Context: an optimization exercise on an open-source flow, tuned for small area and a short achievable clock period. The choices shown serve that exercise and are no tape-out recipe.
Where RTL was checked, it was by simulation tests only, not by an equivalence proof against the original.
Function not checked in run 1: the RTL went through the layout flow alone.
Power and IR drop assume default switching activity.

==> flow/design.v, too long to show whole: its modules and the start of the top module <==
// module OTTER_MUL_E: 1574 lines
// module OTTER_MUL_M: 123 lines
// module OTTER_ALU: 37 lines
// module OTTER_registerFile: 29 lines
// module OTTER_CU_DECODER_PIPE: 72 lines
// module OTTER_mem_store: 25 lines
// module OTTER_mem_load: 46 lines
// module OTTER_MCU: 136 lines
module OTTER_MCU(input CLK,
                input RESET,
                output [31:0] IMEM_ADDR,
                input [31:0] IMEM_RDATA1,
                input [31:0] IMEM_RDATA2,
                output [31:0] DMEM_ADDR1,
                output [31:0] DMEM_WDATA1,
                output [3:0] DMEM_BE1,
                input [31:0] DMEM_RDATA1,
                output [31:0] DMEM_ADDR2,
                output [31:0] DMEM_WDATA2,
                output [3:0] DMEM_BE2,
                input [31:0] DMEM_RDATA2,
                output [31:0] IOBUS_OUT,
                output [31:0] IOBUS_ADDR,
                output logic IOBUS_WR
);
  // ...
==> flow/flow/run.sh <==
#!/bin/bash
set -euo pipefail
MARGIN=6.0
FLOWDIR=$(cd "$(dirname "$0")" && pwd)
R=orfs/results/sky130hd/OTTER_MCU/base

bash standard.sh synth > std_synth.log 2>&1
cp $R/1_2_yosys.v std_1_2_yosys.v

bash standard.sh SYNTH_SCRIPT=$FLOWDIR/synth_area.tcl do-yosys > synth_area.log 2>&1
python3 $FLOWDIR/check_regs.py std_1_2_yosys.v $R/1_2_yosys.v > check_regs.log 2>&1
bash standard.sh do-1_synth > synth_odb.log 2>&1

bash standard.sh SETUP_SLACK_MARGIN=$MARGIN "BUFFER_PORTS_ARGS=-buffer_cell sky130_fd_sc_hd__buf_1" finish > layout.log 2>&1
==> flow/flow/abc_area.script <==
&get -n
&st
&dch
&nf -R 0 -p
&put
buffer -c
topo
stime -c
dnsize -c
==> flow/flow/check_regs.py <==
#!/usr/bin/env python3
"""Compare the registers (flip-flop instances: name and cell type) of two netlists.
Exit 1 if they differ."""
import re, sys
def regs(path):
    s = open(path).read()
    out = {}
    for cell, name in re.findall(r'^\s*(sky130_fd_sc_hd__\w+)\s+(\S+)\s*\(', s, re.M):
        base = cell.replace('sky130_fd_sc_hd__', '')
        if re.match(r'(s?e?df|dfb|dfr|dfs|dfx|edf|sdf|dl)', base):
            out[name] = re.sub(r'_\d+$', '', base)
    return out
a, b = regs(sys.argv[1]), regs(sys.argv[2])
print(f"standard: {len(a)} registers, this synthesis: {len(b)} registers")
bad = [n for n in set(a) | set(b) if a.get(n) != b.get(n)]
for n in sorted(bad)[:50]:
    print("differs:", n, a.get(n), b.get(n))
sys.exit(1 if bad else 0)
==> flow/flow/synth_area.tcl <==
# The standard flow's synthesis script (synth_recipe.tcl), with ABC's mapping script replaced by
# abc_area.script from this folder
set abc_area_script [file join [file dirname [file normalize [info script]]] abc_area.script]
proc synth {args} { yosys synth -nofsm -noshare {*}$args }
proc abc {args} {
  set i [lsearch $args -script]
  if {$i >= 0} { lset args [expr {$i + 1}] $::abc_area_script }
  yosys abc {*}$args
}
source $::env(SCRIPTS_DIR)/synth.tcl
# left out here: clear keep_hierarchy, flatten, clean up, hide names made inside functions, write 1_2_yosys.v
==> flow/standard.sh <==
#!/bin/bash
# synth_recipe.tcl (not shown) runs the flow's synth.tcl, then flattens the netlist and writes it again
# the make line also repeats each setting of config.mk as NAME=value (left out here)
make -C /OpenROAD-flow-scripts/flow DESIGN_CONFIG=/design/flow/config.mk WORK_HOME=/design/flow/orfs CLKGATE_MAP_FILE= SYNTH_SCRIPT=/design/flow/synth_recipe.tcl "${@:-finish}"
==> flow/config.mk <==
export PLATFORM = sky130hd
export DESIGN_NAME = OTTER_MCU
export DESIGN_NICKNAME = OTTER_MCU
export VERILOG_FILES = /design/flow/design.v
export SDC_FILE = /design/flow/constraint.sdc
export NUM_CORES = 8
export LEC_CHECK = 0
export CAP_MARGIN = 20
export CELL_PAD_IN_SITES_DETAIL_PLACEMENT = 1
export CELL_PAD_IN_SITES_GLOBAL_PLACEMENT = 2
export CORE_MARGIN = 2
export CORE_UTILIZATION = 30
export PLACE_DENSITY = 0.45
export SLEW_MARGIN = 20
==> flow/constraint.sdc <==
create_clock -name core_clock -period 11.0 [get_ports {CLK}]
set_input_delay 2.2000 -clock core_clock [delete_from_list [all_inputs] [get_ports {CLK}]]
set_output_delay 2.2000 -clock core_clock [all_outputs]
set_load 0.01 [all_outputs]
==> results by group, run 1 <==
Timing
  – Final Hold Vio Count: 0
  – Worst clock skew: 0.129 ns

Setup path
  – Top cell by count, worst path: buf_4
  – R2R cell count: 15
  – Worst r2r src: e_A[7]
  – Worst-path fanout max: 29

Finish
  – Seq area share: 0.224
  – Ant diodes: 144
  – Layout cells sized above 1: 0.115
  – Total Nets Final: 16200

Clocking
  – CTS Hold Bufs: 0
  – CTS clock-pin slew for the worst setup and hold paths: 0.06 ns

Global routing
  – GR Util met2: 0.659
  – First-pass GRT wire length: 1330000 um

Power
  – Switching power total: 36.8 mW
  – Clock power frac: 0.115
  – Seq pwr share: 0.198
  – Internal: 28.3 mW

Status
  – Status: no timing/DRC/antenna violations

Die
  – Die ar.: 0.416 mm2

Detailed routing
  – Final WL: 1010000 um
  – Remaining DRCs: 0
  – Met3 routed WL: 127000 um

Synth
  – Syn_nets: 16600
  – Netlist cell types: 81
  – EDFF count, synth: 0
==> module OTTER_ALU, before the edit <==
module OTTER_ALU #(parameter NB = 92) (
    input [3:0] ALU_fun,
    input [31:0] RS1, RS2, Imm,
    input UseA, UseB,
    output logic [31:0] ALUOut,
    output [NB-1:0] MulRows,
    output [31:0] Sum
);
    wire [31:0] A = {32{UseA}} & RS1;
    wire [31:0] B = UseB ? RS2 : Imm;
    wire sub = ALU_fun[3] | ALU_fun[1];
    wire [32:0] s = {1'b0, A} + {1'b0, sub ? ~B : B} + {32'd0, sub};
    assign Sum = s[31:0];
    wire LTU = ~s[32];
    wire LT = (A[31] ^ B[31]) ? A[31] : s[31];
    OTTER_MUL_E MUL (.a(RS1), .b(RS2), .r(MulRows));
    wire left = ~ALU_fun[2];
    logic [31:0] Arev, shr, shl;
    always_comb for (int i = 0; i < 32; i++) Arev[i] = A[31 - i];
    wire [31:0] shin = left ? Arev : A;
    wire fill = ALU_fun[3] & A[31];
    assign shr = 32'($signed({fill, shin}) >>> B[4:0]);
    always_comb for (int i = 0; i < 32; i++) shl[i] = shr[31 - i];
    always_comb begin
        case (ALU_fun)
            4'd0, 4'd8: ALUOut = s[31:0];
            4'd1:  ALUOut = shl;
            4'd5, 4'd13: ALUOut = shr;
            4'd2:  ALUOut = {31'd0, LT};
            4'd3:  ALUOut = {31'd0, LTU};
            4'd4:  ALUOut = A ^ B;
            4'd6:  ALUOut = A | B;
            4'd7:  ALUOut = A & B;
            default: ALUOut = 32'd0;
        endcase
    end
endmodule
==> module OTTER_CU_DECODER_PIPE, before the edit <==
module OTTER_CU_DECODER_PIPE #(parameter LANE2 = 0) (
    input [31:0] IR,
    input [31:0] P, Q,
    output UseA, UseB,         
    output [31:0] Imm, Tgt,
    output logic [3:0] AluFun,
    output RegWrite,           
    output [4:0] Rd,
    output IsLoad, IsStore,
    output [2:0] Func3,
    output RedirStatic,        
    output IsJalr, IsSys,
    output BrEq, BrLt, BrLtu, BrInv
);
    wire [6:0] op = IR[6:0];
    wire [2:0] f3 = IR[14:12];
    wire f7b5 = IR[30];
    wire isLUI   = op == 7'b0110111;
    wire isAUIPC = op == 7'b0010111;
    wire isJAL   = op == 7'b1101111;
    wire isJALR  = op == 7'b1100111;
    wire isBR    = op == 7'b1100011;
    wire isLD    = op == 7'b0000011;
    wire isST    = op == 7'b0100011;
    wire isOPI   = op == 7'b0010011;
    wire isOP    = op == 7'b0110011;
    wire isSYS   = op == 7'b1110011;
    wire isOther = ~(isLUI | isAUIPC | isJAL | isJALR | isBR | isLD | isST | isOPI | isOP | isSYS);
    wire opCopy = isOP & f7b5 & (f3 == 3'b001);
    wire opZero = isOP & f7b5 & (f3 == 3'b011 || f3 == 3'b100 || f3 == 3'b110 || f3 == 3'b111);
    always_comb begin
        if (isOP) begin
            if (f7b5 && (f3 == 3'b000 || f3 == 3'b010 || f3 == 3'b101)) AluFun = {1'b1, f3};
            else if (f7b5) AluFun = 4'd0;
            else AluFun = {1'b0, f3};
        end else if (isOPI) AluFun = {(f3 == 3'b101) & f7b5, f3};
        else if (isBR) AluFun = 4'd8;
        else AluFun = 4'd0;
    end
    wire [31:0] I_imm = {{20{IR[31]}}, IR[31:20]};
    wire [31:0] S_imm = {{20{IR[31]}}, IR[31:25], IR[11:7]};
    wire [31:0] U_imm = {IR[31:12], 12'd0};
    wire [31:0] B_imm = {{20{IR[31]}}, IR[7], IR[30:25], IR[11:8], 1'b0};
    wire [31:0] J_imm = {{12{IR[31]}}, IR[19:12], IR[20], IR[30:21], 1'b0};
    wire [31:0] Pb = LANE2 ? P + 32'd4 : P;
    wire [31:0] Qb = LANE2 ? Q + 32'd4 : Q;
    wire [31:0] LINK = Qb + 32'd8;
    wire useA = ~(isLUI | isSYS | isJAL | isAUIPC | opZero);
    wire useB = (isOP & ~opZero & ~opCopy) | isBR | isOther;
    wire [31:0] imm = ({32{isOPI | isLD | isJALR}} & I_imm)
                    | ({32{isST}} & S_imm)
                    | ({32{isLUI}} & U_imm)
                    | ({32{isJAL | isAUIPC}} & LINK);
    assign UseA = useA;
    assign UseB = useB;
    assign Imm = imm;
    wire [31:0] base = ({32{isJAL}} & Pb) | ({32{~isJAL}} & Qb);
    wire [31:0] off = isJAL ? J_imm : (isJALR ? 32'd8 : B_imm);
    assign Tgt = base + off;
    assign RegWrite = ~(isBR | isST) & (IR[11:7] != 5'd0);
    assign Rd = IR[11:7];
    assign IsLoad = isLD;
    assign IsStore = isST;
    assign Func3 = f3;
    assign IsJalr = isJALR;
    assign IsSys = isSYS & (f3 == 3'b000);
    assign RedirStatic = isJAL | isJALR | IsSys;
    assign BrEq  = isBR & ~f3[2] & ~f3[1] & (LANE2 == 0);
    assign BrLt  = isBR & ((f3[2] & ~f3[1]) | (~f3[2] & ~f3[1] & (LANE2 != 0)));
    assign BrLtu = isBR & f3[2] & f3[1];
    assign BrInv = isBR & f3[0] & (f3[2] | ~f3[1]);
endmodule
==> module OTTER_MCU, before the edit <==
module OTTER_MCU(input CLK,
                input RESET,
                output [31:0] IMEM_ADDR,
                input [31:0] IMEM_RDATA1,
                input [31:0] IMEM_RDATA2,
                output [31:0] DMEM_ADDR1,
                output [31:0] DMEM_WDATA1,
                output [3:0] DMEM_BE1,
                input [31:0] DMEM_RDATA1,
                output [31:0] DMEM_ADDR2,
                output [31:0] DMEM_WDATA2,
                output [3:0] DMEM_BE2,
                input [31:0] DMEM_RDATA2,
                output [31:0] IOBUS_OUT,
                output [31:0] IOBUS_ADDR,
                output logic IOBUS_WR
);
    logic [31:0] pc, prev_pc;
    wire [31:0] IR = IMEM_RDATA1;
    wire [31:0] IR_2 = IMEM_RDATA2;
    assign IMEM_ADDR = pc;
    wire [31:0] A, B, A_2, B_2;
    logic [4:0] m_rd, m_rd_2;
    logic m_we, m_we_2;
    wire [31:0] wd, wd_2;
    OTTER_registerFile RF (.clock(CLK),
        .Read1(IR[19:15]), .Read2(IR[24:20]), .Read1_2(IR_2[19:15]), .Read2_2(IR_2[24:20]),
        .WriteReg(m_rd), .WriteReg_2(m_rd_2), .RegWrite(m_we), .RegWrite_2(m_we_2),
        .WriteData(wd), .WriteData_2(wd_2),
        .Data1(A), .Data2(B), .Data1_2(A_2), .Data2_2(B_2));
    wire [31:0] d_imm, d_tgt, d_imm_2, d_tgt_2;
    wire d_useA, d_useB, d_useA_2, d_useB_2;
    wire [3:0] d_fun, d_fun_2;
    wire d_we, d_we_2, d_ld, d_ld_2, d_st, d_st_2;
    wire [4:0] d_rd, d_rd_2;
    wire [2:0] d_f3, d_f3_2;
    wire d_rs, d_rs_2, d_jalr, d_jalr_2, d_sys, d_sys_2;
    wire d_beq, d_blt, d_bltu, d_binv, d_beq_2, d_blt_2, d_bltu_2, d_binv_2;
    OTTER_CU_DECODER_PIPE #(.LANE2(0)) DEC (.IR(IR), .P(pc), .Q(prev_pc),
        .UseA(d_useA), .UseB(d_useB), .Imm(d_imm), .Tgt(d_tgt), .AluFun(d_fun), .RegWrite(d_we), .Rd(d_rd),
        .IsLoad(d_ld), .IsStore(d_st), .Func3(d_f3), .RedirStatic(d_rs), .IsJalr(d_jalr),
        .IsSys(d_sys), .BrEq(d_beq), .BrLt(d_blt), .BrLtu(d_bltu), .BrInv(d_binv));
    OTTER_CU_DECODER_PIPE #(.LANE2(1)) DEC_2 (.IR(IR_2), .P(pc), .Q(prev_pc),
        .UseA(d_useA_2), .UseB(d_useB_2), .Imm(d_imm_2), .Tgt(d_tgt_2), .AluFun(d_fun_2), .RegWrite(d_we_2), .Rd(d_rd_2),
        .IsLoad(d_ld_2), .IsStore(d_st_2), .Func3(d_f3_2), .RedirStatic(d_rs_2), .IsJalr(d_jalr_2),
        .IsSys(d_sys_2), .BrEq(d_beq_2), .BrLt(d_blt_2), .BrLtu(d_bltu_2), .BrInv(d_binv_2));
    logic [31:0] e_A, e_B, e_imm, e_tgt, e_A_2, e_B_2, e_imm_2, e_tgt_2;
    logic e_useA, e_useB, e_useA_2, e_useB_2;
    logic [3:0] e_fun, e_fun_2;
    logic e_we, e_we_2, e_ld, e_ld_2, e_st, e_st_2;
    logic [4:0] e_rd, e_rd_2;
    logic [2:0] e_f3, e_f3_2;
    logic e_rs, e_rs_2, e_jalr, e_jalr_2, e_sys, e_sys_2;
    logic e_beq, e_blt, e_bltu, e_binv, e_beq_2, e_blt_2, e_bltu_2, e_binv_2;
    always_ff @(posedge CLK) begin
        prev_pc <= pc;
        e_A <= A; e_B <= B; e_imm <= d_imm; e_useA <= d_useA; e_useB <= d_useB;
        e_tgt <= d_tgt; e_fun <= d_fun;
        e_we <= d_we; e_rd <= d_rd; e_ld <= d_ld; e_st <= d_st; e_f3 <= d_f3;
        e_rs <= d_rs; e_jalr <= d_jalr; e_sys <= d_sys;
        e_beq <= d_beq; e_blt <= d_blt; e_bltu <= d_bltu; e_binv <= d_binv;
        e_A_2 <= A_2; e_B_2 <= B_2; e_imm_2 <= d_imm_2; e_useA_2 <= d_useA_2; e_useB_2 <= d_useB_2;
        e_tgt_2 <= d_tgt_2; e_fun_2 <= d_fun_2;
        e_we_2 <= d_we_2; e_rd_2 <= d_rd_2; e_ld_2 <= d_ld_2; e_st_2 <= d_st_2; e_f3_2 <= d_f3_2;
        e_rs_2 <= d_rs_2; e_jalr_2 <= d_jalr_2; e_sys_2 <= d_sys_2;
        e_beq_2 <= d_beq_2; e_blt_2 <= d_blt_2; e_bltu_2 <= d_bltu_2; e_binv_2 <= d_binv_2;
    end
    localparam NB = 92;      
    wire [31:0] alu, alu_2, sum, sum_2;
    wire [NB-1:0] mrow, mrow_2;
    OTTER_ALU #(.NB(NB)) ALU (.ALU_fun(e_fun), .RS1(e_A), .RS2(e_B), .Imm(e_imm), .UseA(e_useA), .UseB(e_useB), .ALUOut(alu), .MulRows(mrow), .Sum(sum));
    OTTER_ALU #(.NB(NB)) ALU_2 (.ALU_fun(e_fun_2), .RS1(e_A_2), .RS2(e_B_2), .Imm(e_imm_2), .UseA(e_useA_2), .UseB(e_useB_2), .ALUOut(alu_2), .MulRows(mrow_2), .Sum(sum_2));
    wire ltu = e_A < e_B;
    wire lt = (e_A[31] ^ e_B[31]) ? e_A[31] : ltu;
    wire eq = e_A == e_B;
    wire ltu_2 = e_A_2 < e_B_2;
    wire lt_2 = (e_A_2[31] ^ e_B_2[31]) ? e_A_2[31] : ltu_2;
    wire r1 = e_rs | (((e_beq & eq) | (e_blt & lt) | (e_bltu & ltu)) ^ e_binv);
    wire r2 = e_rs_2 | (((e_blt_2 & lt_2) | (e_bltu_2 & ltu_2)) ^ e_binv_2);
    logic [31:0] pc_value;
    always_comb begin
        if (r1 & ~r2) pc_value = e_jalr ? sum : (e_sys ? e_tgt_2 : e_tgt);
        else if (r2 & ~r1) pc_value = e_jalr_2 ? sum_2 : (e_sys_2 ? pc + 32'd8 : e_tgt_2);
        else pc_value = pc + 32'd8;
    end
    always_ff @(posedge CLK) begin
        if (RESET) pc <= 32'd0;
        else pc <= pc_value;
    end
    wire io = sum[31:24] >= 8'h11;
    wire io_2 = sum_2[31:24] >= 8'h11;
    wire [3:0] be, be_2;
    wire [31:0] wdat, wdat_2;
    OTTER_mem_store ST (.OFF(sum[1:0]), .DIN(e_B), .WRITE(e_st), .IO(io), .WIDE(io | e_f3[1:0] == 2'd2),
        .SIZE(e_f3[1:0]), .BE(be), .WDATA(wdat));
    OTTER_mem_store ST_2 (.OFF(sum_2[1:0]), .DIN(e_B_2), .WRITE(e_st_2), .IO(io_2), .WIDE(e_f3_2[1:0] == 2'd2),
        .SIZE(e_f3_2[1:0]), .BE(be_2), .WDATA(wdat_2));
    wire mul = e_fun == 4'd10;
    wire mul_2 = e_fun_2 == 4'd10;
    logic [31:0] m_res, m_res_2, m_wd, m_wd_2;
    logic m_ld, m_ld_2, m_mul, m_mul_2, m_io, m_io_2, m_iowr;
    logic [3:0] m_be, m_be_2;
    logic [NB-1:64] m_mx, m_mx_2;
    logic [2:0] m_f3, m_f3_2;
    always_ff @(posedge CLK) begin
        m_res <= mul ? mrow[31:0] : (e_jalr ? e_tgt : alu);
        m_res_2 <= mul_2 ? mrow_2[31:0] : (e_jalr_2 ? e_tgt_2 : alu_2);
        m_wd <= mul ? mrow[63:32] : wdat;
        m_wd_2 <= mul_2 ? mrow_2[63:32] : wdat_2;
        m_mx <= mrow[NB-1:64]; m_mx_2 <= mrow_2[NB-1:64];
        m_mul <= mul; m_mul_2 <= mul_2;
        m_be <= be; m_be_2 <= be_2;
        m_iowr <= e_st & io;
        m_io <= io; m_io_2 <= io_2;
        m_we <= e_we; m_we_2 <= e_we_2; m_rd <= e_rd; m_rd_2 <= e_rd_2;
        m_ld <= e_ld; m_ld_2 <= e_ld_2;
        m_f3 <= e_f3; m_f3_2 <= e_f3_2;
    end
    assign DMEM_ADDR1 = m_res;
    assign DMEM_ADDR2 = m_res_2;
    assign DMEM_BE1 = m_be;
    assign DMEM_BE2 = m_be_2;
    assign DMEM_WDATA1 = m_wd;
    assign DMEM_WDATA2 = m_wd_2;
    assign IOBUS_ADDR = m_res;
    assign IOBUS_OUT = m_wd;
    assign IOBUS_WR = m_iowr;
    wire [31:0] dout, dout_2;
    OTTER_mem_load LD (.OFF(m_res[1:0]), .Func3(m_f3), .IO(m_io), .RDATA(DMEM_RDATA1), .DOUT(dout));
    OTTER_mem_load LD_2 (.OFF(m_res_2[1:0]), .Func3(m_f3_2), .IO(m_io_2), .RDATA(DMEM_RDATA2), .DOUT(dout_2));
    wire [31:0] prod, prod_2;
    OTTER_MUL_M MULM (.r({m_mx, m_wd, m_res}), .p(prod));
    OTTER_MUL_M MULM_2 (.r({m_mx_2, m_wd_2, m_res_2}), .p(prod_2));
    assign wd = m_mul ? prod : (m_ld ? dout : m_res);
    assign wd_2 = m_mul_2 ? prod_2 : (m_ld_2 ? dout_2 : m_res_2);
endmodule
==> run 2, diff against run 1 <==
--- a/flow/design.v
+++ b/flow/design.v
@@ -1697,19 +1697,20 @@
 endmodule
 module OTTER_ALU #(parameter NB = 92) (
     input [3:0] ALU_fun,
-    input [31:0] RS1, RS2, Imm,
-    input UseA, UseB,
+    input [31:0] RS1, RS2, OpB,
     output logic [31:0] ALUOut,
     output [NB-1:0] MulRows,
     output [31:0] Sum
 );
-    wire [31:0] A = {32{UseA}} & RS1;
-    wire [31:0] B = UseB ? RS2 : Imm;
+    wire [31:0] A = RS1;
+    wire [31:0] B = OpB;
     wire sub = ALU_fun[3] | ALU_fun[1];
-    wire [32:0] s = {1'b0, A} + {1'b0, sub ? ~B : B} + {32'd0, sub};
+    wire [33:0] t = {1'b0, A, 1'b1} + {{1'b0, B} ^ {33{sub}}, sub};
+    wire [32:0] s = t[33:1];
     assign Sum = s[31:0];
-    wire LTU = ~s[32];
+    wire LTU = s[32];
     wire LT = (A[31] ^ B[31]) ? A[31] : s[31];
+    wire [31:0] x = A ^ B;
     OTTER_MUL_E MUL (.a(RS1), .b(RS2), .r(MulRows));
     wire left = ~ALU_fun[2];
     logic [31:0] Arev, shr, shl;
@@ -1725,7 +1726,7 @@
             4'd5, 4'd13: ALUOut = shr;
             4'd2:  ALUOut = {31'd0, LT};
             4'd3:  ALUOut = {31'd0, LTU};
-            4'd4:  ALUOut = A ^ B;
+            4'd4:  ALUOut = x;
             4'd6:  ALUOut = A | B;
             4'd7:  ALUOut = A & B;
             default: ALUOut = 32'd0;
@@ -1764,15 +1765,17 @@
 module OTTER_CU_DECODER_PIPE #(parameter LANE2 = 0) (
     input [31:0] IR,
     input [31:0] P, Q,
-    output UseA, UseB,         
-    output [31:0] Imm, Tgt,
+    output UseA, UseB,
+    output [31:0] AltA, Imm, Tgt,
     output logic [3:0] AluFun,
     output RegWrite,           
     output [4:0] Rd,
     output IsLoad, IsStore,
     output [2:0] Func3,
     output RedirStatic,        
-    output IsJalr, IsSys,
+    output IsJump,             
+    output IsLink,             
+    output IsSys,
     output BrEq, BrLt, BrLtu, BrInv
 );
     wire [6:0] op = IR[6:0];
@@ -1789,6 +1792,7 @@
     wire isOP    = op == 7'b0110011;
     wire isSYS   = op == 7'b1110011;
     wire isOther = ~(isLUI | isAUIPC | isJAL | isJALR | isBR | isLD | isST | isOPI | isOP | isSYS);
+    wire auipcAlu = isAUIPC & (LANE2 != 0);
     wire opCopy = isOP & f7b5 & (f3 == 3'b001);
     wire opZero = isOP & f7b5 & (f3 == 3'b011 || f3 == 3'b100 || f3 == 3'b110 || f3 == 3'b111);
     always_comb begin
@@ -1810,22 +1814,30 @@
     wire [31:0] LINK = Qb + 32'd8;
     wire useA = ~(isLUI | isSYS | isJAL | isAUIPC | opZero);
     wire useB = (isOP & ~opZero & ~opCopy) | isBR | isOther;
-    wire [31:0] imm = ({32{isOPI | isLD | isJALR}} & I_imm)
-                    | ({32{isST}} & S_imm)
-                    | ({32{isLUI}} & U_imm)
-                    | ({32{isJAL | isAUIPC}} & LINK);
     assign UseA = useA;
     assign UseB = useB;
-    assign Imm = imm;
-    wire [31:0] base = ({32{isJAL}} & Pb) | ({32{~isJAL}} & Qb);
-    wire [31:0] off = isJAL ? J_imm : (isJALR ? 32'd8 : B_imm);
-    assign Tgt = base + off;
+    assign AltA = ({32{isJAL}} & Pb) | ({32{auipcAlu}} & Qb);
+    assign Imm = ({32{isOPI | isLD | isJALR}} & I_imm)
+               | ({32{isST}} & S_imm)
+               | ({32{isLUI}} & U_imm)
+               | ({32{isJAL}} & J_imm)
+               | ({32{auipcAlu}} & 32'd8);
+    wire [13:0] bl = {1'b0, Qb[12:0]} + {1'b0, B_imm[12:0]};
+    wire [18:0] qh = Qb[31:13];
+    wire [18:0] qh_p = qh + 19'd1;
+    wire [18:0] qh_m = qh - 19'd1;
+    wire b_up = bl[13] & ~IR[31], b_dn = ~bl[13] & IR[31];
+    wire [18:0] bh = ({19{b_up}} & qh_p) | ({19{b_dn}} & qh_m) | ({19{~(b_up | b_dn)}} & qh);
+    wire [31:0] tgtB = {bh, bl[12:0]};
+    wire link = isJAL | isJALR | (isAUIPC & (LANE2 == 0));
+    assign Tgt = ({32{link}} & LINK) | ({32{~link}} & tgtB);
     assign RegWrite = ~(isBR | isST) & (IR[11:7] != 5'd0);
     assign Rd = IR[11:7];
     assign IsLoad = isLD;
     assign IsStore = isST;
     assign Func3 = f3;
-    assign IsJalr = isJALR;
+    assign IsJump = isJAL | isJALR;
+    assign IsLink = link;
     assign IsSys = isSYS & (f3 == 3'b000);
     assign RedirStatic = isJAL | isJALR | IsSys;
     assign BrEq  = isBR & ~f3[2] & ~f3[1] & (LANE2 == 0);
@@ -1904,6 +1916,23 @@
             endcase
     end
 endmodule
+module OTTER_io_detect(
+    input [31:0] A,
+    input [31:0] IMM,
+    output IO
+);
+    wire s = IMM[11];
+    wire [12:0] lo = {1'b0, A[11:0]} + {1'b0, IMM[11:0]};
+    wire c12 = lo[12];
+    wire mid_ones = &A[23:12];
+    wire mid_zero = ~|A[23:12];
+    wire c24 = s ? (c12 | ~mid_zero) : (c12 & mid_ones);
+    wire [7:0] hi = A[31:24];
+    wire io_0 = hi >= 8'h11;
+    wire io_p = (hi + 8'd1) >= 8'h11;
+    wire io_m = (hi - 8'd1) >= 8'h11;
+    assign IO = (c24 & ~s) ? io_p : (~c24 & s) ? io_m : io_0;
+endmodule
 `timescale 1ns / 1ps
 module OTTER_MCU(input CLK,
                 input RESET,
@@ -1935,48 +1964,47 @@
         .WriteReg(m_rd), .WriteReg_2(m_rd_2), .RegWrite(m_we), .RegWrite_2(m_we_2),
         .WriteData(wd), .WriteData_2(wd_2),
         .Data1(A), .Data2(B), .Data1_2(A_2), .Data2_2(B_2));
-    wire [31:0] d_imm, d_tgt, d_imm_2, d_tgt_2;
+    wire [31:0] d_imm, d_tgt, d_alta, d_imm_2, d_tgt_2, d_alta_2;
     wire d_useA, d_useB, d_useA_2, d_useB_2;
     wire [3:0] d_fun, d_fun_2;
     wire d_we, d_we_2, d_ld, d_ld_2, d_st, d_st_2;
     wire [4:0] d_rd, d_rd_2;
     wire [2:0] d_f3, d_f3_2;
-    wire d_rs, d_rs_2, d_jalr, d_jalr_2, d_sys, d_sys_2;
+    wire d_rs, d_rs_2, d_jump, d_jump_2, d_link, d_link_2, d_sys, d_sys_2;
     wire d_beq, d_blt, d_bltu, d_binv, d_beq_2, d_blt_2, d_bltu_2, d_binv_2;
     OTTER_CU_DECODER_PIPE #(.LANE2(0)) DEC (.IR(IR), .P(pc), .Q(prev_pc),
-        .UseA(d_useA), .UseB(d_useB), .Imm(d_imm), .Tgt(d_tgt), .AluFun(d_fun), .RegWrite(d_we), .Rd(d_rd),
-        .IsLoad(d_ld), .IsStore(d_st), .Func3(d_f3), .RedirStatic(d_rs), .IsJalr(d_jalr),
+        .UseA(d_useA), .UseB(d_useB), .AltA(d_alta), .Imm(d_imm), .Tgt(d_tgt), .AluFun(d_fun), .RegWrite(d_we), .Rd(d_rd),
+        .IsLoad(d_ld), .IsStore(d_st), .Func3(d_f3), .RedirStatic(d_rs), .IsJump(d_jump), .IsLink(d_link),
         .IsSys(d_sys), .BrEq(d_beq), .BrLt(d_blt), .BrLtu(d_bltu), .BrInv(d_binv));
     OTTER_CU_DECODER_PIPE #(.LANE2(1)) DEC_2 (.IR(IR_2), .P(pc), .Q(prev_pc),
-        .UseA(d_useA_2), .UseB(d_useB_2), .Imm(d_imm_2), .Tgt(d_tgt_2), .AluFun(d_fun_2), .RegWrite(d_we_2), .Rd(d_rd_2),
-        .IsLoad(d_ld_2), .IsStore(d_st_2), .Func3(d_f3_2), .RedirStatic(d_rs_2), .IsJalr(d_jalr_2),
+        .UseA(d_useA_2), .UseB(d_useB_2), .AltA(d_alta_2), .Imm(d_imm_2), .Tgt(d_tgt_2), .AluFun(d_fun_2), .RegWrite(d_we_2), .Rd(d_rd_2),
+        .IsLoad(d_ld_2), .IsStore(d_st_2), .Func3(d_f3_2), .RedirStatic(d_rs_2), .IsJump(d_jump_2), .IsLink(d_link_2),
         .IsSys(d_sys_2), .BrEq(d_beq_2), .BrLt(d_blt_2), .BrLtu(d_bltu_2), .BrInv(d_binv_2));
-    logic [31:0] e_A, e_B, e_imm, e_tgt, e_A_2, e_B_2, e_imm_2, e_tgt_2;
-    logic e_useA, e_useB, e_useA_2, e_useB_2;
+    logic [31:0] e_A, e_B, e_opB, e_tgt, e_A_2, e_B_2, e_opB_2, e_tgt_2;
     logic [3:0] e_fun, e_fun_2;
     logic e_we, e_we_2, e_ld, e_ld_2, e_st, e_st_2;
     logic [4:0] e_rd, e_rd_2;
     logic [2:0] e_f3, e_f3_2;
-    logic e_rs, e_rs_2, e_jalr, e_jalr_2, e_sys, e_sys_2;
+    logic e_rs, e_rs_2, e_jump, e_jump_2, e_link, e_link_2, e_sys, e_sys_2;
     logic e_beq, e_blt, e_bltu, e_binv, e_beq_2, e_blt_2, e_bltu_2, e_binv_2;
     always_ff @(posedge CLK) begin
         prev_pc <= pc;
-        e_A <= A; e_B <= B; e_imm <= d_imm; e_useA <= d_useA; e_useB <= d_useB;
+        e_A <= ({32{d_useA}} & A) | d_alta; e_B <= B; e_opB <= d_useB ? B : d_imm;
         e_tgt <= d_tgt; e_fun <= d_fun;
         e_we <= d_we; e_rd <= d_rd; e_ld <= d_ld; e_st <= d_st; e_f3 <= d_f3;
-        e_rs <= d_rs; e_jalr <= d_jalr; e_sys <= d_sys;
+        e_rs <= d_rs; e_jump <= d_jump; e_link <= d_link; e_sys <= d_sys;
         e_beq <= d_beq; e_blt <= d_blt; e_bltu <= d_bltu; e_binv <= d_binv;
-        e_A_2 <= A_2; e_B_2 <= B_2; e_imm_2 <= d_imm_2; e_useA_2 <= d_useA_2; e_useB_2 <= d_useB_2;
+        e_A_2 <= ({32{d_useA_2}} & A_2) | d_alta_2; e_B_2 <= B_2; e_opB_2 <= d_useB_2 ? B_2 : d_imm_2;
         e_tgt_2 <= d_tgt_2; e_fun_2 <= d_fun_2;
         e_we_2 <= d_we_2; e_rd_2 <= d_rd_2; e_ld_2 <= d_ld_2; e_st_2 <= d_st_2; e_f3_2 <= d_f3_2;
-        e_rs_2 <= d_rs_2; e_jalr_2 <= d_jalr_2; e_sys_2 <= d_sys_2;
+        e_rs_2 <= d_rs_2; e_jump_2 <= d_jump_2; e_link_2 <= d_link_2; e_sys_2 <= d_sys_2;
         e_beq_2 <= d_beq_2; e_blt_2 <= d_blt_2; e_bltu_2 <= d_bltu_2; e_binv_2 <= d_binv_2;
     end
     localparam NB = 92;      
     wire [31:0] alu, alu_2, sum, sum_2;
     wire [NB-1:0] mrow, mrow_2;
-    OTTER_ALU #(.NB(NB)) ALU (.ALU_fun(e_fun), .RS1(e_A), .RS2(e_B), .Imm(e_imm), .UseA(e_useA), .UseB(e_useB), .ALUOut(alu), .MulRows(mrow), .Sum(sum));
-    OTTER_ALU #(.NB(NB)) ALU_2 (.ALU_fun(e_fun_2), .RS1(e_A_2), .RS2(e_B_2), .Imm(e_imm_2), .UseA(e_useA_2), .UseB(e_useB_2), .ALUOut(alu_2), .MulRows(mrow_2), .Sum(sum_2));
+    OTTER_ALU #(.NB(NB)) ALU (.ALU_fun(e_fun), .RS1(e_A), .RS2(e_B), .OpB(e_opB), .ALUOut(alu), .MulRows(mrow), .Sum(sum));
+    OTTER_ALU #(.NB(NB)) ALU_2 (.ALU_fun(e_fun_2), .RS1(e_A_2), .RS2(e_B_2), .OpB(e_opB_2), .ALUOut(alu_2), .MulRows(mrow_2), .Sum(sum_2));
     wire ltu = e_A < e_B;
     wire lt = (e_A[31] ^ e_B[31]) ? e_A[31] : ltu;
     wire eq = e_A == e_B;
@@ -1986,16 +2014,17 @@
     wire r2 = e_rs_2 | (((e_blt_2 & lt_2) | (e_bltu_2 & ltu_2)) ^ e_binv_2);
     logic [31:0] pc_value;
     always_comb begin
-        if (r1 & ~r2) pc_value = e_jalr ? sum : (e_sys ? e_tgt_2 : e_tgt);
-        else if (r2 & ~r1) pc_value = e_jalr_2 ? sum_2 : (e_sys_2 ? pc + 32'd8 : e_tgt_2);
+        if (r1 & ~r2) pc_value = e_jump ? sum : (e_sys ? e_tgt_2 : e_tgt);
+        else if (r2 & ~r1) pc_value = e_jump_2 ? sum_2 : (e_sys_2 ? pc + 32'd8 : e_tgt_2);
         else pc_value = pc + 32'd8;
     end
     always_ff @(posedge CLK) begin
         if (RESET) pc <= 32'd0;
         else pc <= pc_value;
     end
-    wire io = sum[31:24] >= 8'h11;
-    wire io_2 = sum_2[31:24] >= 8'h11;
+    wire io, io_2;
+    OTTER_io_detect IOD (.A(e_A), .IMM(e_opB), .IO(io));
+    OTTER_io_detect IOD_2 (.A(e_A_2), .IMM(e_opB_2), .IO(io_2));
     wire [3:0] be, be_2;
     wire [31:0] wdat, wdat_2;
     OTTER_mem_store ST (.OFF(sum[1:0]), .DIN(e_B), .WRITE(e_st), .IO(io), .WIDE(io | e_f3[1:0] == 2'd2),
@@ -2010,8 +2039,8 @@
     logic [NB-1:64] m_mx, m_mx_2;
     logic [2:0] m_f3, m_f3_2;
     always_ff @(posedge CLK) begin
-        m_res <= mul ? mrow[31:0] : (e_jalr ? e_tgt : alu);
-        m_res_2 <= mul_2 ? mrow_2[31:0] : (e_jalr_2 ? e_tgt_2 : alu_2);
+        m_res <= mul ? mrow[31:0] : (e_link ? e_tgt : alu);
+        m_res_2 <= mul_2 ? mrow_2[31:0] : (e_link_2 ? e_tgt_2 : alu_2);
         m_wd <= mul ? mrow[63:32] : wdat;
         m_wd_2 <= mul_2 ? mrow_2[63:32] : wdat_2;
         m_mx <= mrow[NB-1:64]; m_mx_2 <= mrow_2[NB-1:64];
--- a/flow/config.mk
+++ b/flow/config.mk
@@ -10,5 +10,6 @@
 export CELL_PAD_IN_SITES_GLOBAL_PLACEMENT = 2
 export CORE_MARGIN = 2
 export CORE_UTILIZATION = 30
+export CTS_BUF_LIST = sky130_fd_sc_hd__clkbuf_8
 export PLACE_DENSITY = 0.45
 export SLEW_MARGIN = 20
==> results by group, run 2 <==
Setup path
  – CP delay by family, top: compound AO/OA/AOI/OAI gates
  – Crit path required time: 11.92 ns
  – Setup crit start kind: input port
  – Worst EP arrival: 6.28 ns
  – Top cell by count, worst path: buf_4
  – R2R cell count: 13 (-2)
  – Worst r2r src: m_res[22]
  – Slowest cell on the critical path: nor2_2
  – Worst-path fanout max: 18 (-38%)
  – Cell Chain, Critical Path: buf_1 > nand2b_2 > nor4_2 > buf_4 > buf_4 > a222oi_1 > nand3_1 > a221o_1 > a211oi_4 > nand4_1 > nor2_2 > o21ai_0
  – Slowest stage delay, CP: 0.67 ns
  – R2r setup slk: 5.99 ns
  – Buf/Inv on CP: 3
  – Setup CP Type: in -> reg
  – R2r endpoint: RF.RF[16][29]
  – Setup crit end kind: flip-flop

Timing
  – Final period util: 0.487
  – Worst-margin pin slew: 1.39 ns
  – Final min period: 5.36 ns
  – Final-report max-slew violation count: 0
  – Worst clock skew: 0.184 ns (+0.0554 ns)
  – # setup viols final: 0
  – Final Hold Vio Count: 0 (unchanged)
  – RSZ-0062 raised after global routing: yes
  – F_max: 187 MHz
  – Total negative slack: 0 ns
  – Max-slew headroom: 0.0739

Synth
  – Netlist Area Pre-Place: 0.123 mm2
  – Most common cell in the netlist: nand2_1
  – Largest cells by area after synthesis: dfxtp_1, a22oi_1, nand2_1
  – Synth area leader: dfxtp_1
  – Netlist cell types: 78 (-3.7%)
  – Yosys top cell area share: 0.255
  – Syn_nets: 16500 (-1.0%)
  – Synth warn: 8
  – Synth Register Bits: 1573
  – Sequential area share after synthesis: 0.255
  – Post-synth ARST share: 0
  – Most instantiated cells after synthesis: nand2_1, a22oi_1, dfxtp_1
  – Top FF cell, synth: dfxtp_1
  – Syn Area/Cell: 7.94 um2
  – EDFF count, synth: 0 (unchanged)
  – Syn Inst Count: 15500

Global routing
  – Initial antenna violation count: 167
  – First-pass GRT wire length: 1380000 um (+3.8%)
  – GRT Overall Usage: 0.481
  – Total grt overflow: 0
  – Vias in the first global route: 145000
  – Largest net degree at the start of global routing: 73

Detailed routing
  – Via count: 151000
  – Drt wl/cell: 49.5 um
  – Final WL: 1050000 um (+4.2%)
  – Drt first pass iters: 12
  – Initial DRC count: 28300
  – Post-route ant nets: 0
  – Vias per cell: 7.13
  – Remaining DRCs: 0 (unchanged)

Clocking
  – CTS clock-pin slew for the worst setup and hold paths: 0.07 ns (about the same)
  – CTS Hold Bufs: 0 (unchanged)
  – Max Buffers Root-to-Sink: 4
  – CTS tree: done
  – CTS H-tree depth: 5
  – Num CTS Buffers: 331
  – Clock sinks: 1573
  – Clock latency on the worst-skew pair: 1.28 ns
  – Root Buffer Master: clkbuf_8

Finish
  – Fin cells: 21100
  – Fin area: 0.142 mm2
  – Layout cells sized above 1: 0.134 (+0.0193)
  – Max reg flops: 992
  – Syn-to-layout area delta: 15.1%
  – Commonest non-fill, non-tap cell in the layout: nand2_1
  – Total Nets Final: 16300 (+0.38%)
  – Most frequent cells in the layout: nand2_1, a22oi_1, dfxtp_1, xnor2_1, a21oi_1
  – Reg with most FFs: RF.RF

Place
  – IO buf count: 362
  – Cell total after placement: 20400
  – Post-DP Area: 0.133 mm2
  – GP Congestion: 1.06
  – Detailed Place HPWL: 760000 um

Power
  – Maximum vdd drop: 0.807 mV
  – Static leakage: 53.5 nW
  – PwrDens: 422 mW/mm2

Run
  – Number of max-cap violations: 0

Hold path
  – Cells on Worst Hold Path: 0
  – WHS Endpoint: m_f3[2]
  – Hold Path Class: reg -> reg
  – Hold path startpoint: e_f3[2]

Die
  – Row cnt: 235
  – Initial core utilization: 0.301
  – Die height: 645 um
  – Io pins: 363
  – Die X: 645 um
  – Core Box Area: 0.410 mm2
  – Die ar.: 0.417 mm2 (+0.20%)

Status
  – Status: no timing/DRC/antenna violations
==> run 2: changes by cell type after synthesis, sizes merged, moves of 68 or more <==
cell / delta
o221ai: -192
a221o: +96
xnor2: +68
mux4: +72
a21oi: -214
o21ai: -158
nand2: +378
clkbuf: -94
a22oi: +197
==> run 2: layout make-up <==
type,instances,area [um2]
Antenna cell,78,195
Clock buffer,404,5560
Clock inverter,187,1660
Fill cell,48100,268000
Inverter,507,1940
Multi-Input combinational cell,11800,86100
Sequential cell,1573,31600
Tap cell,5451,6820
Timing Repair Buffer,1191,8220
==> run 2: metal layers <==
layer	global-route usage	routed length, um
met5	0.00393	616
met4	0.369	99900
met3	0.184	131000
met2	0.697	428000
met1	0.572	388000
==> run 2: worst max path at each step <==
stage                          from         to  slack (ns)  cells after the start
finish              IMEM_RDATA2[16]  e_A_2[12]        5.64                     12
global route        IMEM_RDATA2[16]  e_A_2[12]        5.84                     12
CTS                 IMEM_RDATA2[15]  e_A_2[12]        5.87                     12
detailed placement  IMEM_RDATA1[20]  e_opB[19]        3.58                     10
global placement    IMEM_RDATA2[17]  e_A_2[14]        2.62                     10
floorplan           IMEM_RDATA2[23]  e_B_2[24]        6.11                     12
==> run 2: kinds of logic (layout without fill, tap and decap cells) <==
group,Yosys count,count (layout),share of synthesized area
compound gates,5132,5132,0.309
xor+xnor,973,973,0.0691
fa+ha+maj,797,797,0.104
buf+inv,2212,2289,0.0732
flops,1573,1573,0.255
mux,255,255,0.0285
other cells,0,78,0
simple gates,4595,4595,0.162
==> run 2: what timing repair did <==
item / in CTS / in global routing
gates resized for setup: 188 / 173
setup endpoints to repair: 249 / 206
pin swaps: 15 / 33
setup buffers: 9 / 33
cloned: 2 / 0
==> run 2: power by group <==
part | internal [mW] | total, mW | switching, mW
combinational | 13.6 | 39.5 | 25.8
clock | 3.92 | 7.31 | 3.39
sequential | 8.28 | 13.1 | 4.85
total | 25.8 | 59.9 | 34.1
==> run 2: metrics by stage <==
step / hold slack (ns) / util / setup slack, ns / power [mW]
finish: 0.298 / 0.347 / 5.64 / 59.9
global route: 0.290 / 0.347 / 5.84 / 62.8
CTS: 0.279 / 0.344 / 5.87 / 58.4
detailed placement: 0.313 / 0.324 / 3.58 / 50.4
global placement: 0.317 / 0.323 / 2.62 / 49.8
floorplan: 0.310 / - / 6.11 / 32.5
==> run 3, diff against run 2 <==
==> flow/flow/run.sh (replaced) <==
#!/bin/bash
set -euo pipefail
MARGIN=6.3
FLOWDIR=$(cd "$(dirname "$0")" && pwd)
R=orfs/results/sky130hd/OTTER_MCU/base

bash standard.sh synth > std_synth.log 2>&1
cp $R/1_2_yosys.v std_1_2_yosys.v

bash standard.sh SYNTH_SCRIPT=$FLOWDIR/synth_area.tcl do-yosys > synth_area.log 2>&1
python3 $FLOWDIR/check_regs.py std_1_2_yosys.v $R/1_2_yosys.v > check_regs.log 2>&1
bash standard.sh do-1_synth > synth_odb.log 2>&1

CTS="-sink_clustering_enable -repair_clock_nets -sink_clustering_size 24 -sink_clustering_max_diameter 120 -dont_use_dummy_load"
bash standard.sh SETUP_SLACK_MARGIN=$MARGIN "BUFFER_PORTS_ARGS=-buffer_cell sky130_fd_sc_hd__buf_1" "CTS_ARGS=$CTS" finish > layout.log 2>&1
--- a/flow/config.mk
+++ b/flow/config.mk
@@ -10,6 +10,5 @@
 export CELL_PAD_IN_SITES_GLOBAL_PLACEMENT = 2
 export CORE_MARGIN = 2
 export CORE_UTILIZATION = 30
-export CTS_BUF_LIST = sky130_fd_sc_hd__clkbuf_8
 export PLACE_DENSITY = 0.45
 export SLEW_MARGIN = 20
==> results by group, run 3 <==
Finish
  – Total Nets Final: 16200 (-0.50%)
  – Commonest non-fill, non-tap cell in the layout: nand2_1
  – Fin area: 0.140 mm2 (-1.1%)
  – Most frequent cells in the layout: nand2_1, a22oi_1, dfxtp_1, buf_4, xnor2_1
  – Layout Utilization: 0.343 (-0.00388)
  – Max reg flops: 992 (unchanged)
  – Layout cells sized above 1: 0.130 (-0.00381)
  – Syn-to-layout area delta: 13.8%
  – Reg with most FFs: RF.RF
  – Fin cells: 20800 (-1.5%)
  – # fillers: 48100 (-0.14%)

Die
  – Core Box Area: 0.410 mm2 (unchanged)
  – Die height: 645 um (unchanged)
  – Die X: 645 um (unchanged)
  – Die ar.: 0.417 mm2 (unchanged)
  – Initial core utilization: 0.301 (unchanged)
  – Row cnt: 235 (unchanged)
  – Io pins: 363 (unchanged)

Power
  – Static leakage: 52.1 nW (-2.7%)
  – Tot Pwr: 57.6 mW (-3.8%)
  – Maximum vdd drop: 0.827 mV (+2.5%)
  – PwrDens: 410 mW/mm2 (-2.7%)

Global routing
  – GRT Overall Usage: 0.461 (-0.0199)
  – Initial antenna violation count: 163 (-2.4%)
  – Largest net degree at the start of global routing: 70 (-4.1%)
  – Vias in the first global route: 140000 (-3.4%)
  – First-pass GRT wire length: 1320000 um (-3.8%)
  – Total grt overflow: 0 (unchanged)

Synth
  – Most instantiated cells after synthesis: nand2_1, a22oi_1, dfxtp_1
  – Largest cells by area after synthesis: dfxtp_1, a22oi_1, nand2_1
  – Synth area leader: dfxtp_1
  – Netlist Area Pre-Place: 0.123 mm2 (unchanged)
  – Synth warn: 8 (unchanged)
  – Netlist cell types: 78 (unchanged)
  – Post-synth ARST share: 0 (unchanged)
  – Syn Inst Count: 15500 (unchanged)
  – Most common cell in the netlist: nand2_1
  – Syn_nets: 16500 (unchanged)
  – Syn Area/Cell: 7.94 um2 (unchanged)
  – Synth Register Bits: 1573 (unchanged)
  – EDFF count, synth: 0 (unchanged)
  – Top FF cell, synth: dfxtp_1
  – Yosys top cell area share: 0.255 (unchanged)
  – Sequential area share after synthesis: 0.255 (unchanged)

Detailed routing
  – Via count: 148000 (-1.8%)
  – Drt first pass iters: 14 (+2)
  – Vias per cell: 7.12 (-0.26%)
  – Drt wl/cell: 48.6 um (-1.9%)
  – Remaining DRCs: 0 (unchanged)
  – Post-route ant nets: 0 (unchanged)
  – Initial DRC count: 27500 (-2.9%)
  – Final WL: 1010000 um (-3.4%)

Timing
  – Total negative slack: 0 ns (unchanged)
  – Max-slew headroom: 0.0860 (+0.0121)
  – RSZ-0062 raised after global routing: yes
  – Worst clock skew: 0.148 ns (-0.0363 ns)
  – # setup viols final: 0 (unchanged)
  – Fin worst setup slack: 5.93 ns (+0.290 ns)
  – Final period util: 0.461 (-0.0264)
  – Final-report max-slew violation count: 0 (unchanged)
  – Smallest hold slack: 0.319 ns (+0.0215 ns)
  – Final min period: 5.07 ns (-0.290 ns)
  – F_max: 197 MHz (+5.7%)
  – Final Hold Vio Count: 0 (unchanged)
  – Worst-margin pin slew: 1.37 ns (-0.0222 ns)

Place
  – Cell total after placement: 20400 (-0.19%)
  – Post-DP Area: 0.133 mm2 (about the same)
  – GP Congestion: 1.05 (-0.77%)
  – Detailed Place HPWL: 740000 um (-2.6%)
  – IO buf count: 362 (unchanged)
  – Pre-CTS setup slack: 3.83 ns (+0.255 ns)

Setup path
  – Setup CP Type: in -> reg
  – Worst-path fanout max: 17 (-1)
  – Worst EP arrival: 5.91 ns (-0.37 ns)
  – Setup crit end kind: flip-flop
  – Setup crit start kind: input port
  – Crit path required time: 11.84 ns (-0.08 ns)
  – R2r setup slk: 6.25 ns (+0.26 ns)

Clocking
  – CTS tree: done
  – CTS clock-pin slew for the worst setup and hold paths: 0.11 ns (+0.04 ns)
  – CTS Hold Bufs: 0 (unchanged)
  – CTS H-tree depth: 3 (-2)
  – Num CTS Buffers: 100 (-70%)
  – Clock latency on the worst-skew pair: 1.02 ns (-0.26 ns)
  – Root Buffer Master: clkbuf_16
  – Max Buffers Root-to-Sink: 4 (unchanged)
  – Clock sinks: 1573 (unchanged)

Hold path
  – Hold Path Class: reg -> reg

Status
  – Status: no timing/DRC/antenna violations

Run
  – Number of max-cap violations: 0 (unchanged)
==> run 3: cell counts after synthesis <==
Identical to the previous run, type by type.
==> run 3: repair_timing <==
| item | in CTS | in global routing |
|---|---|---|
| endpoints found under the setup margin | 530 | 343 |
| buffers inserted | 103 | 118 |
| gates cloned | 9 | 9 |
| pin swaps | 73 | 108 |
| gates resized for setup | 464 | 263 |
==> run 3: routing by layer <==
layer	share of wire	GRT usage	vias up
li1	-	-	57600
met1	0.38	0.574	76200
met2	0.41	0.670	11300
met3	0.12	0.156	3025
met4	0.085	0.312	68
met5	0.00058	0.00197	-
==> run 3: logic make-up after synthesis <==
kind of cell / share of synthesized area
and+or+nand+nor: 0.162
adders and majority gates: 0.104
DFF: 0.255
AOI/OAI and AO/OA: 0.309
muxes: 0.0285
buffers and inverters: 0.0732
xor gates and xnor gates: 0.0691
==> run 3: worst max-delay path, stage by stage <==
cell and delay (ns):
buf_4 0.24, nand2b_4 0.22, nor3_2 0.06, buf_6 0.20, a222oi_1 0.45, nand4_1 0.55
nor2_1 0.23, nand4_1 1.06, nor2_4 0.50, o21ai_2 0.11
==> run 3: area by class of cell <==
| cell class | instances | area, um2 | share of cell area |
|---|---|---|---|
| well taps | 5451 | 6820 | 0.0486 |
| flip-flops and latches | 1573 | 31600 | 0.225 |
| diodes | 97 | 243 | 0.00173 |
| inverters | 507 | 1980 | 0.0141 |
| multi-input cells | 11800 | 87000 | 0.619 |
| repair buffers | 1340 | 10300 | 0.0734 |
| clock buffers | 100 | 2500 | 0.0178 |
==> run 3: final timing paths <==
path | end | depth (start not counted) | start
worst max register to register | m_mx[90] | 17 | e_B[15]
worst max-delay path | e_A[17] | 10 | IMEM_RDATA1[16]
worst min register to register | m_rd_2[2] | 0 | e_rd_2[2]
worst min-delay path | m_rd_2[2] | 0 | e_rd_2[2]
==> run 3: report_power, final <==
part | switching, mW | total, mW | internal (mW)
Clock | 2.44 | 4.06 | 1.61
Combinational | 26.3 | 40.6 | 14.3
Sequential | 4.76 | 13.0 | 8.28
Total | 33.5 | 57.6 | 24.2
==> run 4, diff against run 3 <==
--- a/flow/flow/run.sh
+++ b/flow/flow/run.sh
@@ -11,5 +11,5 @@
 python3 $FLOWDIR/check_regs.py std_1_2_yosys.v $R/1_2_yosys.v > check_regs.log 2>&1
 bash standard.sh do-1_synth > synth_odb.log 2>&1
 
-CTS="-sink_clustering_enable -repair_clock_nets -sink_clustering_size 24 -sink_clustering_max_diameter 120 -dont_use_dummy_load"
+CTS="-sink_clustering_enable -repair_clock_nets -sink_clustering_size 20 -sink_clustering_max_diameter 100 -dont_use_dummy_load"
 bash standard.sh SETUP_SLACK_MARGIN=$MARGIN "BUFFER_PORTS_ARGS=-buffer_cell sky130_fd_sc_hd__buf_1" "CTS_ARGS=$CTS" finish > layout.log 2>&1
==> results by group, run 4 <==
Die
  – Row cnt: 235 (unchanged)
  – Initial core utilization: 0.301 (unchanged)
  – Die X: 645 um (unchanged)
  – Core Box Area: 0.410 mm2 (unchanged)
  – Io pins: 363 (unchanged)
  – Die ar.: 0.417 mm2 (unchanged)
  – Die height: 645 um (unchanged)

Timing
  – Final-report max-slew violation count: 0 (unchanged)
  – F_max: 195 MHz (-1.3%)
  – Final period util: 0.467 (+0.00610)
  – Total negative slack: 0 ns (unchanged)
  – # setup viols final: 0 (unchanged)
  – Max-slew headroom: 0.0899 (+0.00386)
  – Final Hold Vio Count: 0 (unchanged)
  – RSZ-0062 raised after global routing: yes
  – Worst-margin pin slew: 1.36 ns (-0.00577 ns)
  – Final min period: 5.13 ns (+0.0671 ns)
  – Worst clock skew: 0.136 ns (-0.0122 ns)

Power
  – Switching Share: 0.578 (-0.00291)
  – Switching power total: 33.5 mW (about the same)
  – Combinational power share: 0.697 (-0.006)
  – Seq pwr share: 0.225 (about the same)
  – PwrDens: 412 mW/mm2 (+0.42%)
  – Static leakage: 52.1 nW (about the same)
  – Internal: 24.4 mW (+1.1%)
  – Clock power frac: 0.077 (+0.007)
  – Maximum vdd drop: 0.793 mV (-4.2%)

Detailed routing
  – Initial DRC count: 28100 (+2.0%)
  – Remaining DRCs: 0 (unchanged)
  – Drt first pass iters: 15 (+1)
  – Vias per cell: 7.09 (-0.39%)
  – Final WL: 1010000 um (-0.31%)
  – Post-route ant nets: 0 (unchanged)
  – Via count: 147000 (-0.45%)
  – Drt wl/cell: 48.5 um (-0.25%)

Hold path
  – Hold Path Class: reg -> reg

Finish
  – Most frequent cells in the layout: nand2_1, a22oi_1, dfxtp_1, buf_4, xnor2_1
  – # fillers: 48000 (-0.054%)
  – Commonest non-fill, non-tap cell in the layout: nand2_1
  – Layout cells sized above 1: 0.130 (about the same)
  – Fin cells: 20800 (-0.058%)
  – Syn-to-layout area delta: 13.9% (about the same)
  – Reg with most FFs: RF.RF
  – Total Nets Final: 16200 (-0.012%)
  – Max reg flops: 992 (unchanged)

Setup path
  – Crit path required time: 11.87 ns (+0.03 ns)
  – CP endpoint: e_A[17]
  – Worst r2r src: e_B[15]
  – Setup crit start kind: input port
  – R2R cell count: 17 (unchanged)
  – Setup CP Type: in -> reg
  – Worst-path fanout max: 6 (-11)
  – Setup crit end kind: flip-flop
  – R2r setup slk: 6.25 ns (about the same)
  – R2r endpoint: m_mx[90]
  – CP Launch Point: IMEM_RDATA1[18]
  – Worst EP arrival: 6.00 ns (+0.09 ns)

Synth
  – Post-synth ARST share: 0 (unchanged)
  – Most instantiated cells after synthesis: nand2_1, a22oi_1, dfxtp_1
  – Netlist Area Pre-Place: 0.123 mm2 (unchanged)
  – Netlist cell types: 78 (unchanged)
  – Sequential area share after synthesis: 0.255 (unchanged)
  – Most common cell in the netlist: nand2_1
  – Synth area leader: dfxtp_1
  – Top FF cell, synth: dfxtp_1
  – Syn_nets: 16500 (unchanged)
  – EDFF count, synth: 0 (unchanged)
  – Syn Inst Count: 15500 (unchanged)
  – Yosys top cell area share: 0.255 (unchanged)
  – Synth warn: 8 (unchanged)
  – Synth Register Bits: 1573 (unchanged)
  – Syn Area/Cell: 7.94 um2 (unchanged)
  – Largest cells by area after synthesis: dfxtp_1, a22oi_1, nand2_1

Clocking
  – CTS H-tree depth: 3 (unchanged)
  – Clock sinks: 1573 (unchanged)
  – Max Buffers Root-to-Sink: 4 (unchanged)
  – CTS clock-pin slew for the worst setup and hold paths: 0.09 ns (-0.02 ns)
  – Root Buffer Master: clkbuf_16
  – CTS tree: done
  – Clock latency on the worst-skew pair: 1.05 ns (+0.03 ns)
  – CTS Hold Bufs: 0 (unchanged)
  – Num CTS Buffers: 123 (+23%)

Global routing
  – Initial antenna violation count: 172 (+5.5%)
  – GRT Overall Usage: 0.461 (-0.000469)
  – Total grt overflow: 0 (unchanged)
  – Vias in the first global route: 140000 (+0.29%)
  – Largest net degree at the start of global routing: 70 (unchanged)
  – First-pass GRT wire length: 1320000 um (about the same)

Run
  – Number of max-cap violations: 0 (unchanged)

Place
  – Detailed Place HPWL: 740000 um (unchanged)
  – Cell total after placement: 20400 (unchanged)
  – IO buf count: 362 (unchanged)
  – GP Congestion: 1.05 (unchanged)

Status
  – Status: no timing/DRC/antenna violations
-- run 4: changes by cell type in the layout (fill, tap and decap cells not counted), sizes merged --
| cell | before | now |
|---|---|---|
| buf | 1310 | 1294 |
| bufbuf | 8 | 7 |
| diode | 97 | 87 |
| clkbuf | 122 | 137 |
-- run 4: final cells by class --
type                            count  area, um2  share of cell area
Multi-Input combinational cell  11800      86900               0.619
Sequential cell                  1573      31600               0.225
Timing Repair Buffer             1315       9830              0.0699
Tap cell                         5451       6820              0.0485
Clock buffer                      123       3080              0.0219
Inverter                          507       1990              0.0141
Antenna cell                       87        218             0.00155
-- run 4: kinds of logic (layout without fill, tap and decap cells) --
| group | Yosys count | after routing | share of synthesized area |
|---|---|---|---|
| AOI/OAI and AO/OA | 5132 | 5132 | 0.309 |
| and+or+nand+nor | 4595 | 4595 | 0.162 |
| buffers and inverters | 2212 | 1945 | 0.0732 |
| DFF | 1573 | 1573 | 0.255 |
| xor gates and xnor gates | 973 | 973 | 0.0691 |
| adders and majority gates | 797 | 797 | 0.104 |
| muxes | 255 | 255 | 0.0285 |
| other | 0 | 87 | 0 |
-- run 4: how the worst min path moves through the flow --
stage	startpoint	to	slack (ns)	cells after the start
3_5_place_dp	e_rd[0]	m_rd[0]	0.31	0
6_report	e_rd[4]	m_rd[4]	0.33	0
4_1_cts	e_rd_2[1]	m_rd_2[1]	0.33	0
3_3_place_gp	e_rd[3]	m_rd[3]	0.31	0
5_1_grt	e_rd_2[2]	m_rd_2[2]	0.34	0
2_1_floorplan	e_f3[2]	m_f3[2]	0.31	0
-- run 4: power groups by stage --
stage / logic, mW / clock network [mW] / registers (mW)
2_1_floorplan: 22.2 / 0 / 10.3
3_3_place_gp: 37.0 / 0 / 12.8
3_5_place_dp: 37.6 / 0 / 12.8
4_1_cts: 38.9 / 4.47 / 12.7
5_1_grt: 43.2 / 4.65 / 13.0
6_report: 40.4 / 4.48 / 13.0
-- run 4: worst max-delay path: stages --
cell	delay, ns
clkbuf_2	0.11
buf_12	0.16
nand2b_4	0.12
nor3_4	0.06
buf_6	0.17
a222oi_1	0.59
nand4_1	0.61
nor2_1	0.24
nand4_1	1.06
nor2_4	0.52
o21ai_2	0.11
-- run 4: through the flow --
stage                     utilization  hold slack [ns]  setup slack (ns)  power, mW  area, um2
final                           0.343            0.332              5.87       57.9     141000
after detailed placement        0.324            0.313              3.83       50.4     133000
after floorplan                     -            0.310              6.31       32.5     123000
after global routing            0.343            0.339              6.14       60.8     140000
after global placement          0.323            0.313              3.44       49.8     132000
after CTS                       0.338            0.331              6.27       56.0     138000
-- run 4: layer usage --
metal	share of wire	global-route usage	wire, um	vias up
met5	0.00082	0.00324	825	-
met4	0.085	0.315	85500	88
met3	0.12	0.158	120000	3083
met2	0.41	0.669	414000	11200
met1	0.38	0.572	388000	75600
li1	-	-	-	57500
-- run 4: repair_timing --
action | 4_1_cts | 5_1_grt
setup endpoints to repair | 515 | 325
buffers inserted | 101 | 100
pin swaps | 70 | 94
gates cloned | 8 | 6
resized for setup | 460 | 226
==> run 5, diff against run 4 <==
--- a/flow/config.mk
+++ b/flow/config.mk
@@ -9,6 +9,6 @@
 export CELL_PAD_IN_SITES_DETAIL_PLACEMENT = 1
 export CELL_PAD_IN_SITES_GLOBAL_PLACEMENT = 2
 export CORE_MARGIN = 2
-export CORE_UTILIZATION = 30
-export PLACE_DENSITY = 0.45
+export CORE_UTILIZATION = 38
+export PLACE_DENSITY = 0.55
 export SLEW_MARGIN = 20
==> results by group, run 5 <==
Synth
  – Adder-Cell Fraction of Synth Area: 0.104 (unchanged)
  – Syn Area/Cell: 7.94 um2 (unchanged)
  – Synth warn: 8 (unchanged)
  – Syn Inst Count: 15500 (unchanged)
  – Most common cell in the netlist: nand2_1
  – Yosys top cell area share: 0.255 (unchanged)
  – Syn_nets: 16500 (unchanged)
  – Compound-cell area share of the yosys netlist: 0.309 (unchanged)
  – Post-synth ARST share: 0 (unchanged)
  – Largest cells by area after synthesis: dfxtp_1, a22oi_1, nand2_1
  – Synth Area in XOR/XNOR: 0.0691 (unchanged)
  – Most instantiated cells after synthesis: nand2_1, a22oi_1, dfxtp_1
  – Synth area leader: dfxtp_1
  – Synth Register Bits: 1573 (unchanged)
  – EDFF count, synth: 0 (unchanged)
  – Netlist cell types: 78 (unchanged)
  – Sequential area share after synthesis: 0.255 (unchanged)
  – Netlist Area Pre-Place: 0.123 mm2 (unchanged)
  – Mux contribution to synthesized area: 0.0285 (unchanged)
  – Largest family of logic cells by synthesized area: compound AO/OA/AOI/OAI gates
  – Top FF cell, synth: dfxtp_1
  – Post-Synth Simple-Gate Area: 0.162 (unchanged)

Clocking
  – CTS clock-pin slew for the worst setup and hold paths: 0.08 ns (about the same)
  – Clock sinks: 1573 (unchanged)
  – Clock latency on the worst-skew pair: 1.06 ns (about the same)
  – CTS H-tree depth: 3 (unchanged)
  – Num CTS Buffers: 117 (-4.9%)
  – Root Buffer Master: clkbuf_16
  – CTS tree: done
  – Max Buffers Root-to-Sink: 4 (unchanged)

Power
  – Internal: 24.4 mW (-0.32%)
  – PwrDens: 414 mW/mm2 (+0.37%)
  – Switching power total: 32.9 mW (-1.6%)
  – Maximum vdd drop: 2.02 mV (+150%)
  – Switching Share: 0.575 (-0.00312)
  – Clock power frac: 0.075 (-0.002)
  – Static leakage: 51.8 nW (-0.50%)
  – Seq pwr share: 0.225 (about the same)
  – Combinational power share: 0.701 (+0.004)

Die
  – Die X: 574 um (-11%)
  – Initial core utilization: 0.381 (+0.0799)
  – Io pins: 363 (unchanged)
  – Die height: 574 um (-11%)
  – Die ar.: 0.329 mm2 (-21%)
  – Row cnt: 209 (-11%)
  – Core Box Area: 0.324 mm2 (-21%)

Timing
  – Final min period: 5.38 ns (+0.250 ns)
  – RSZ-0062 raised after global routing: yes
  – Fin worst setup slack: 5.62 ns (-0.250 ns)
  – Worst-margin pin slew: 1.44 ns (+0.0836 ns)
  – Final-report max-slew violation count: 0 (unchanged)
  – F_max: 186 MHz (-4.6%)
  – Max-slew headroom: 0.0368 (-0.0530)
  – # setup viols final: 0 (unchanged)
  – Final period util: 0.489 (+0.0227)
  – Final Hold Vio Count: 0 (unchanged)
  – Worst clock skew: 0.204 ns (+0.0685 ns)
  – Total negative slack: 0 ns (unchanged)

Detailed routing
  – Drt first pass iters: 15 (unchanged)
  – Initial DRC count: 31400 (+12%)
  – Remaining DRCs: 0 (unchanged)
  – Drt wl/cell: 48.9 um (+0.97%)
  – Via count: 153000 (+3.6%)
  – Post-route ant nets: 0 (unchanged)
  – Vias per cell: 7.78 (+9.7%)
  – Final WL: 961000 um (-4.7%)

Hold path
  – Cells on Worst Hold Path: 0 (unchanged)
  – Hold Path Class: reg -> reg
  – WHS Endpoint: m_we_2
  – Hold path startpoint: e_we_2

Finish
  – Most frequent cells in the layout: nand2_1, a22oi_1, dfxtp_1, xnor2_1, a21oi_1
  – Reg with most FFs: RF.RF
  – Fin area: 0.139 mm2 (-1.4%)
  – Fin cells: 19600 (-5.6%)
  – Layout cells sized above 1: 0.123 (-0.00695)
  – Commonest non-fill, non-tap cell in the layout: nand2_1
  – Max reg flops: 992 (unchanged)
  – Syn-to-layout area delta: 12.2%
  – Total Nets Final: 16100 (-0.35%)
  – Layout Utilization: 0.428 (+0.0848)

Setup path
  – Cell Chain, Critical Path: buf_8 > nand2_4 > nor3_2 > buf_4 > buf_6 > a22oi_1 > nand4_1 > a211oi_4 > nand4_1 > nor2_2 > o21ai_2
  – R2r endpoint: pc[1]
  – Setup CP Type: in -> reg
  – Crit path required time: 11.82 ns (-0.05 ns)
  – CP delay by family, top: simple AND/OR/NAND/NOR gates
  – Top cell by count, worst path: nand4_1
  – Slowest stage delay, CP: 0.93 ns (-0.13 ns)
  – Worst-path fanout max: 22 (+16)
  – Worst EP arrival: 6.21 ns (+0.21 ns)
  – Slowest cell on the critical path: nand4_1
  – Setup crit start kind: input port
  – R2r setup slk: 6.16 ns (-0.09 ns)
  – Setup crit end kind: flip-flop
  – Buf/Inv on CP: 3 (unchanged)
  – Worst r2r src: e_B[25]
  – R2R cell count: 17 (unchanged)

Place
  – Cell total after placement: 19200 (-5.8%)
  – Detailed Place HPWL: 668000 um (-9.8%)
  – IO buf count: 362 (unchanged)
  – Post-DP Area: 0.130 mm2 (-1.8%)
  – Pre-CTS setup slack: 4.17 ns (+0.341 ns)
  – GP Congestion: 1.10 (+4.5%)

Global routing
  – Met1 Use GR: 0.637 (+0.0655)
  – Met3 GRT Util: 0.256 (+0.0988)
  – First-pass GRT wire length: 1280000 um (-3.3%)
  – Vias in the first global route: 144000 (+2.7%)
  – Most Crowded Layer GR: met2
  – GR Util met2: 0.762 (+0.0923)
  – Largest net degree at the start of global routing: 95 (+36%)
  – Initial antenna violation count: 130 (-24%)
  – Total grt overflow: 0 (unchanged)
  – GRT Overall Usage: 0.554 (+0.0928)

Status
  – Status: no timing/DRC/antenna violations

Run
  – Number of max-cap violations: 0 (unchanged)
## run 5: changes by cell type in the layout (fill, tap and decap cells not counted), moves of 13 or more
| cell | delta |
|---|---|
| nor2_1 | +24 |
| buf_6 | +16 |
| diode_2 | +16 |
| nor2_4 | -52 |
| nor2_2 | +28 |
| buf_4 | -85 |
| dfxtp_1 | +14 |
| a221oi_1 | -13 |
## run 5: through the flow
step	power, mW	hold WS, ns
floorplan	32.5	0.310
global placement	47.7	0.310
detailed placement	49.1	0.315
CTS	54.4	0.327
global route	59.7	0.331
finish	57.3	0.331
## run 5: worst max-delay path by stage
stage,from,to,slack [ns],depth (start not counted)
after global routing,IMEM_RDATA1[17],e_A[31],5.91,11
after global placement,IMEM_RDATA2[17],e_A_2[14],2.82,10
final,IMEM_RDATA1[18],e_A[31],5.62,11
after floorplan,IMEM_RDATA2[8],e_tgt_2[17],6.31,18
after detailed placement,IMEM_RDATA1[17],e_A[31],4.17,11
after CTS,IMEM_RDATA1[17],e_A[31],6.20,11
## run 5: final cells by class
cell class | instances | area, um2
diodes | 103 | 258
clock buffers | 117 | 2930
fillers | 38300 | 185000
inverters | 507 | 2020
multi-input cells | 11800 | 86500
flip-flops and latches | 1573 | 31600
well taps | 4325 | 5410
repair buffers | 1265 | 9820
## run 5: metal layers
metal  share of wire  vias up
li1                -    57500
met1            0.34    76300
met2            0.39    14300
met3            0.15     4635
met4            0.12       60
met5          0.0014        -
## run 5: power groups by stage
stage / Combinational [mW] / Sequential (mW) / Clock (mW)
finish: 40.2 / 12.9 / 4.28
global route: 42.4 / 12.9 / 4.40
CTS: 37.8 / 12.4 / 4.20
detailed placement: 36.7 / 12.5 / 0
global placement: 35.3 / 12.4 / 0
floorplan: 22.2 / 10.3 / 0
## run 5: logic make-up (layout without fill, tap and decap cells)
group,count (synthesis),count (layout)
other cells,0,103
simple gates,4595,4595
mux,255,255
flops,1573,1573
compound gates,5132,5132
fa+ha+maj,797,797
buf+inv,2212,1889
xor+xnor,973,973
## run 5: what timing repair did
item | CTS | global route
cloned | 8 | 17
setup buffers | 35 | 123
hold buffers | 0 | 0
setup endpoints to repair | 350 | 349
pin swaps | 46 | 93
gates resized for setup | 361 | 372

Re-timed with assumed drivers on the ports (clkbuf_16 on the clock, buf_2 on other inputs), run 5 has 5.610 ns of setup slack against 5.616 ns with ideal ports, and 4.530 ns once port delays also move by the mid clock arrival of 1.079 ns.
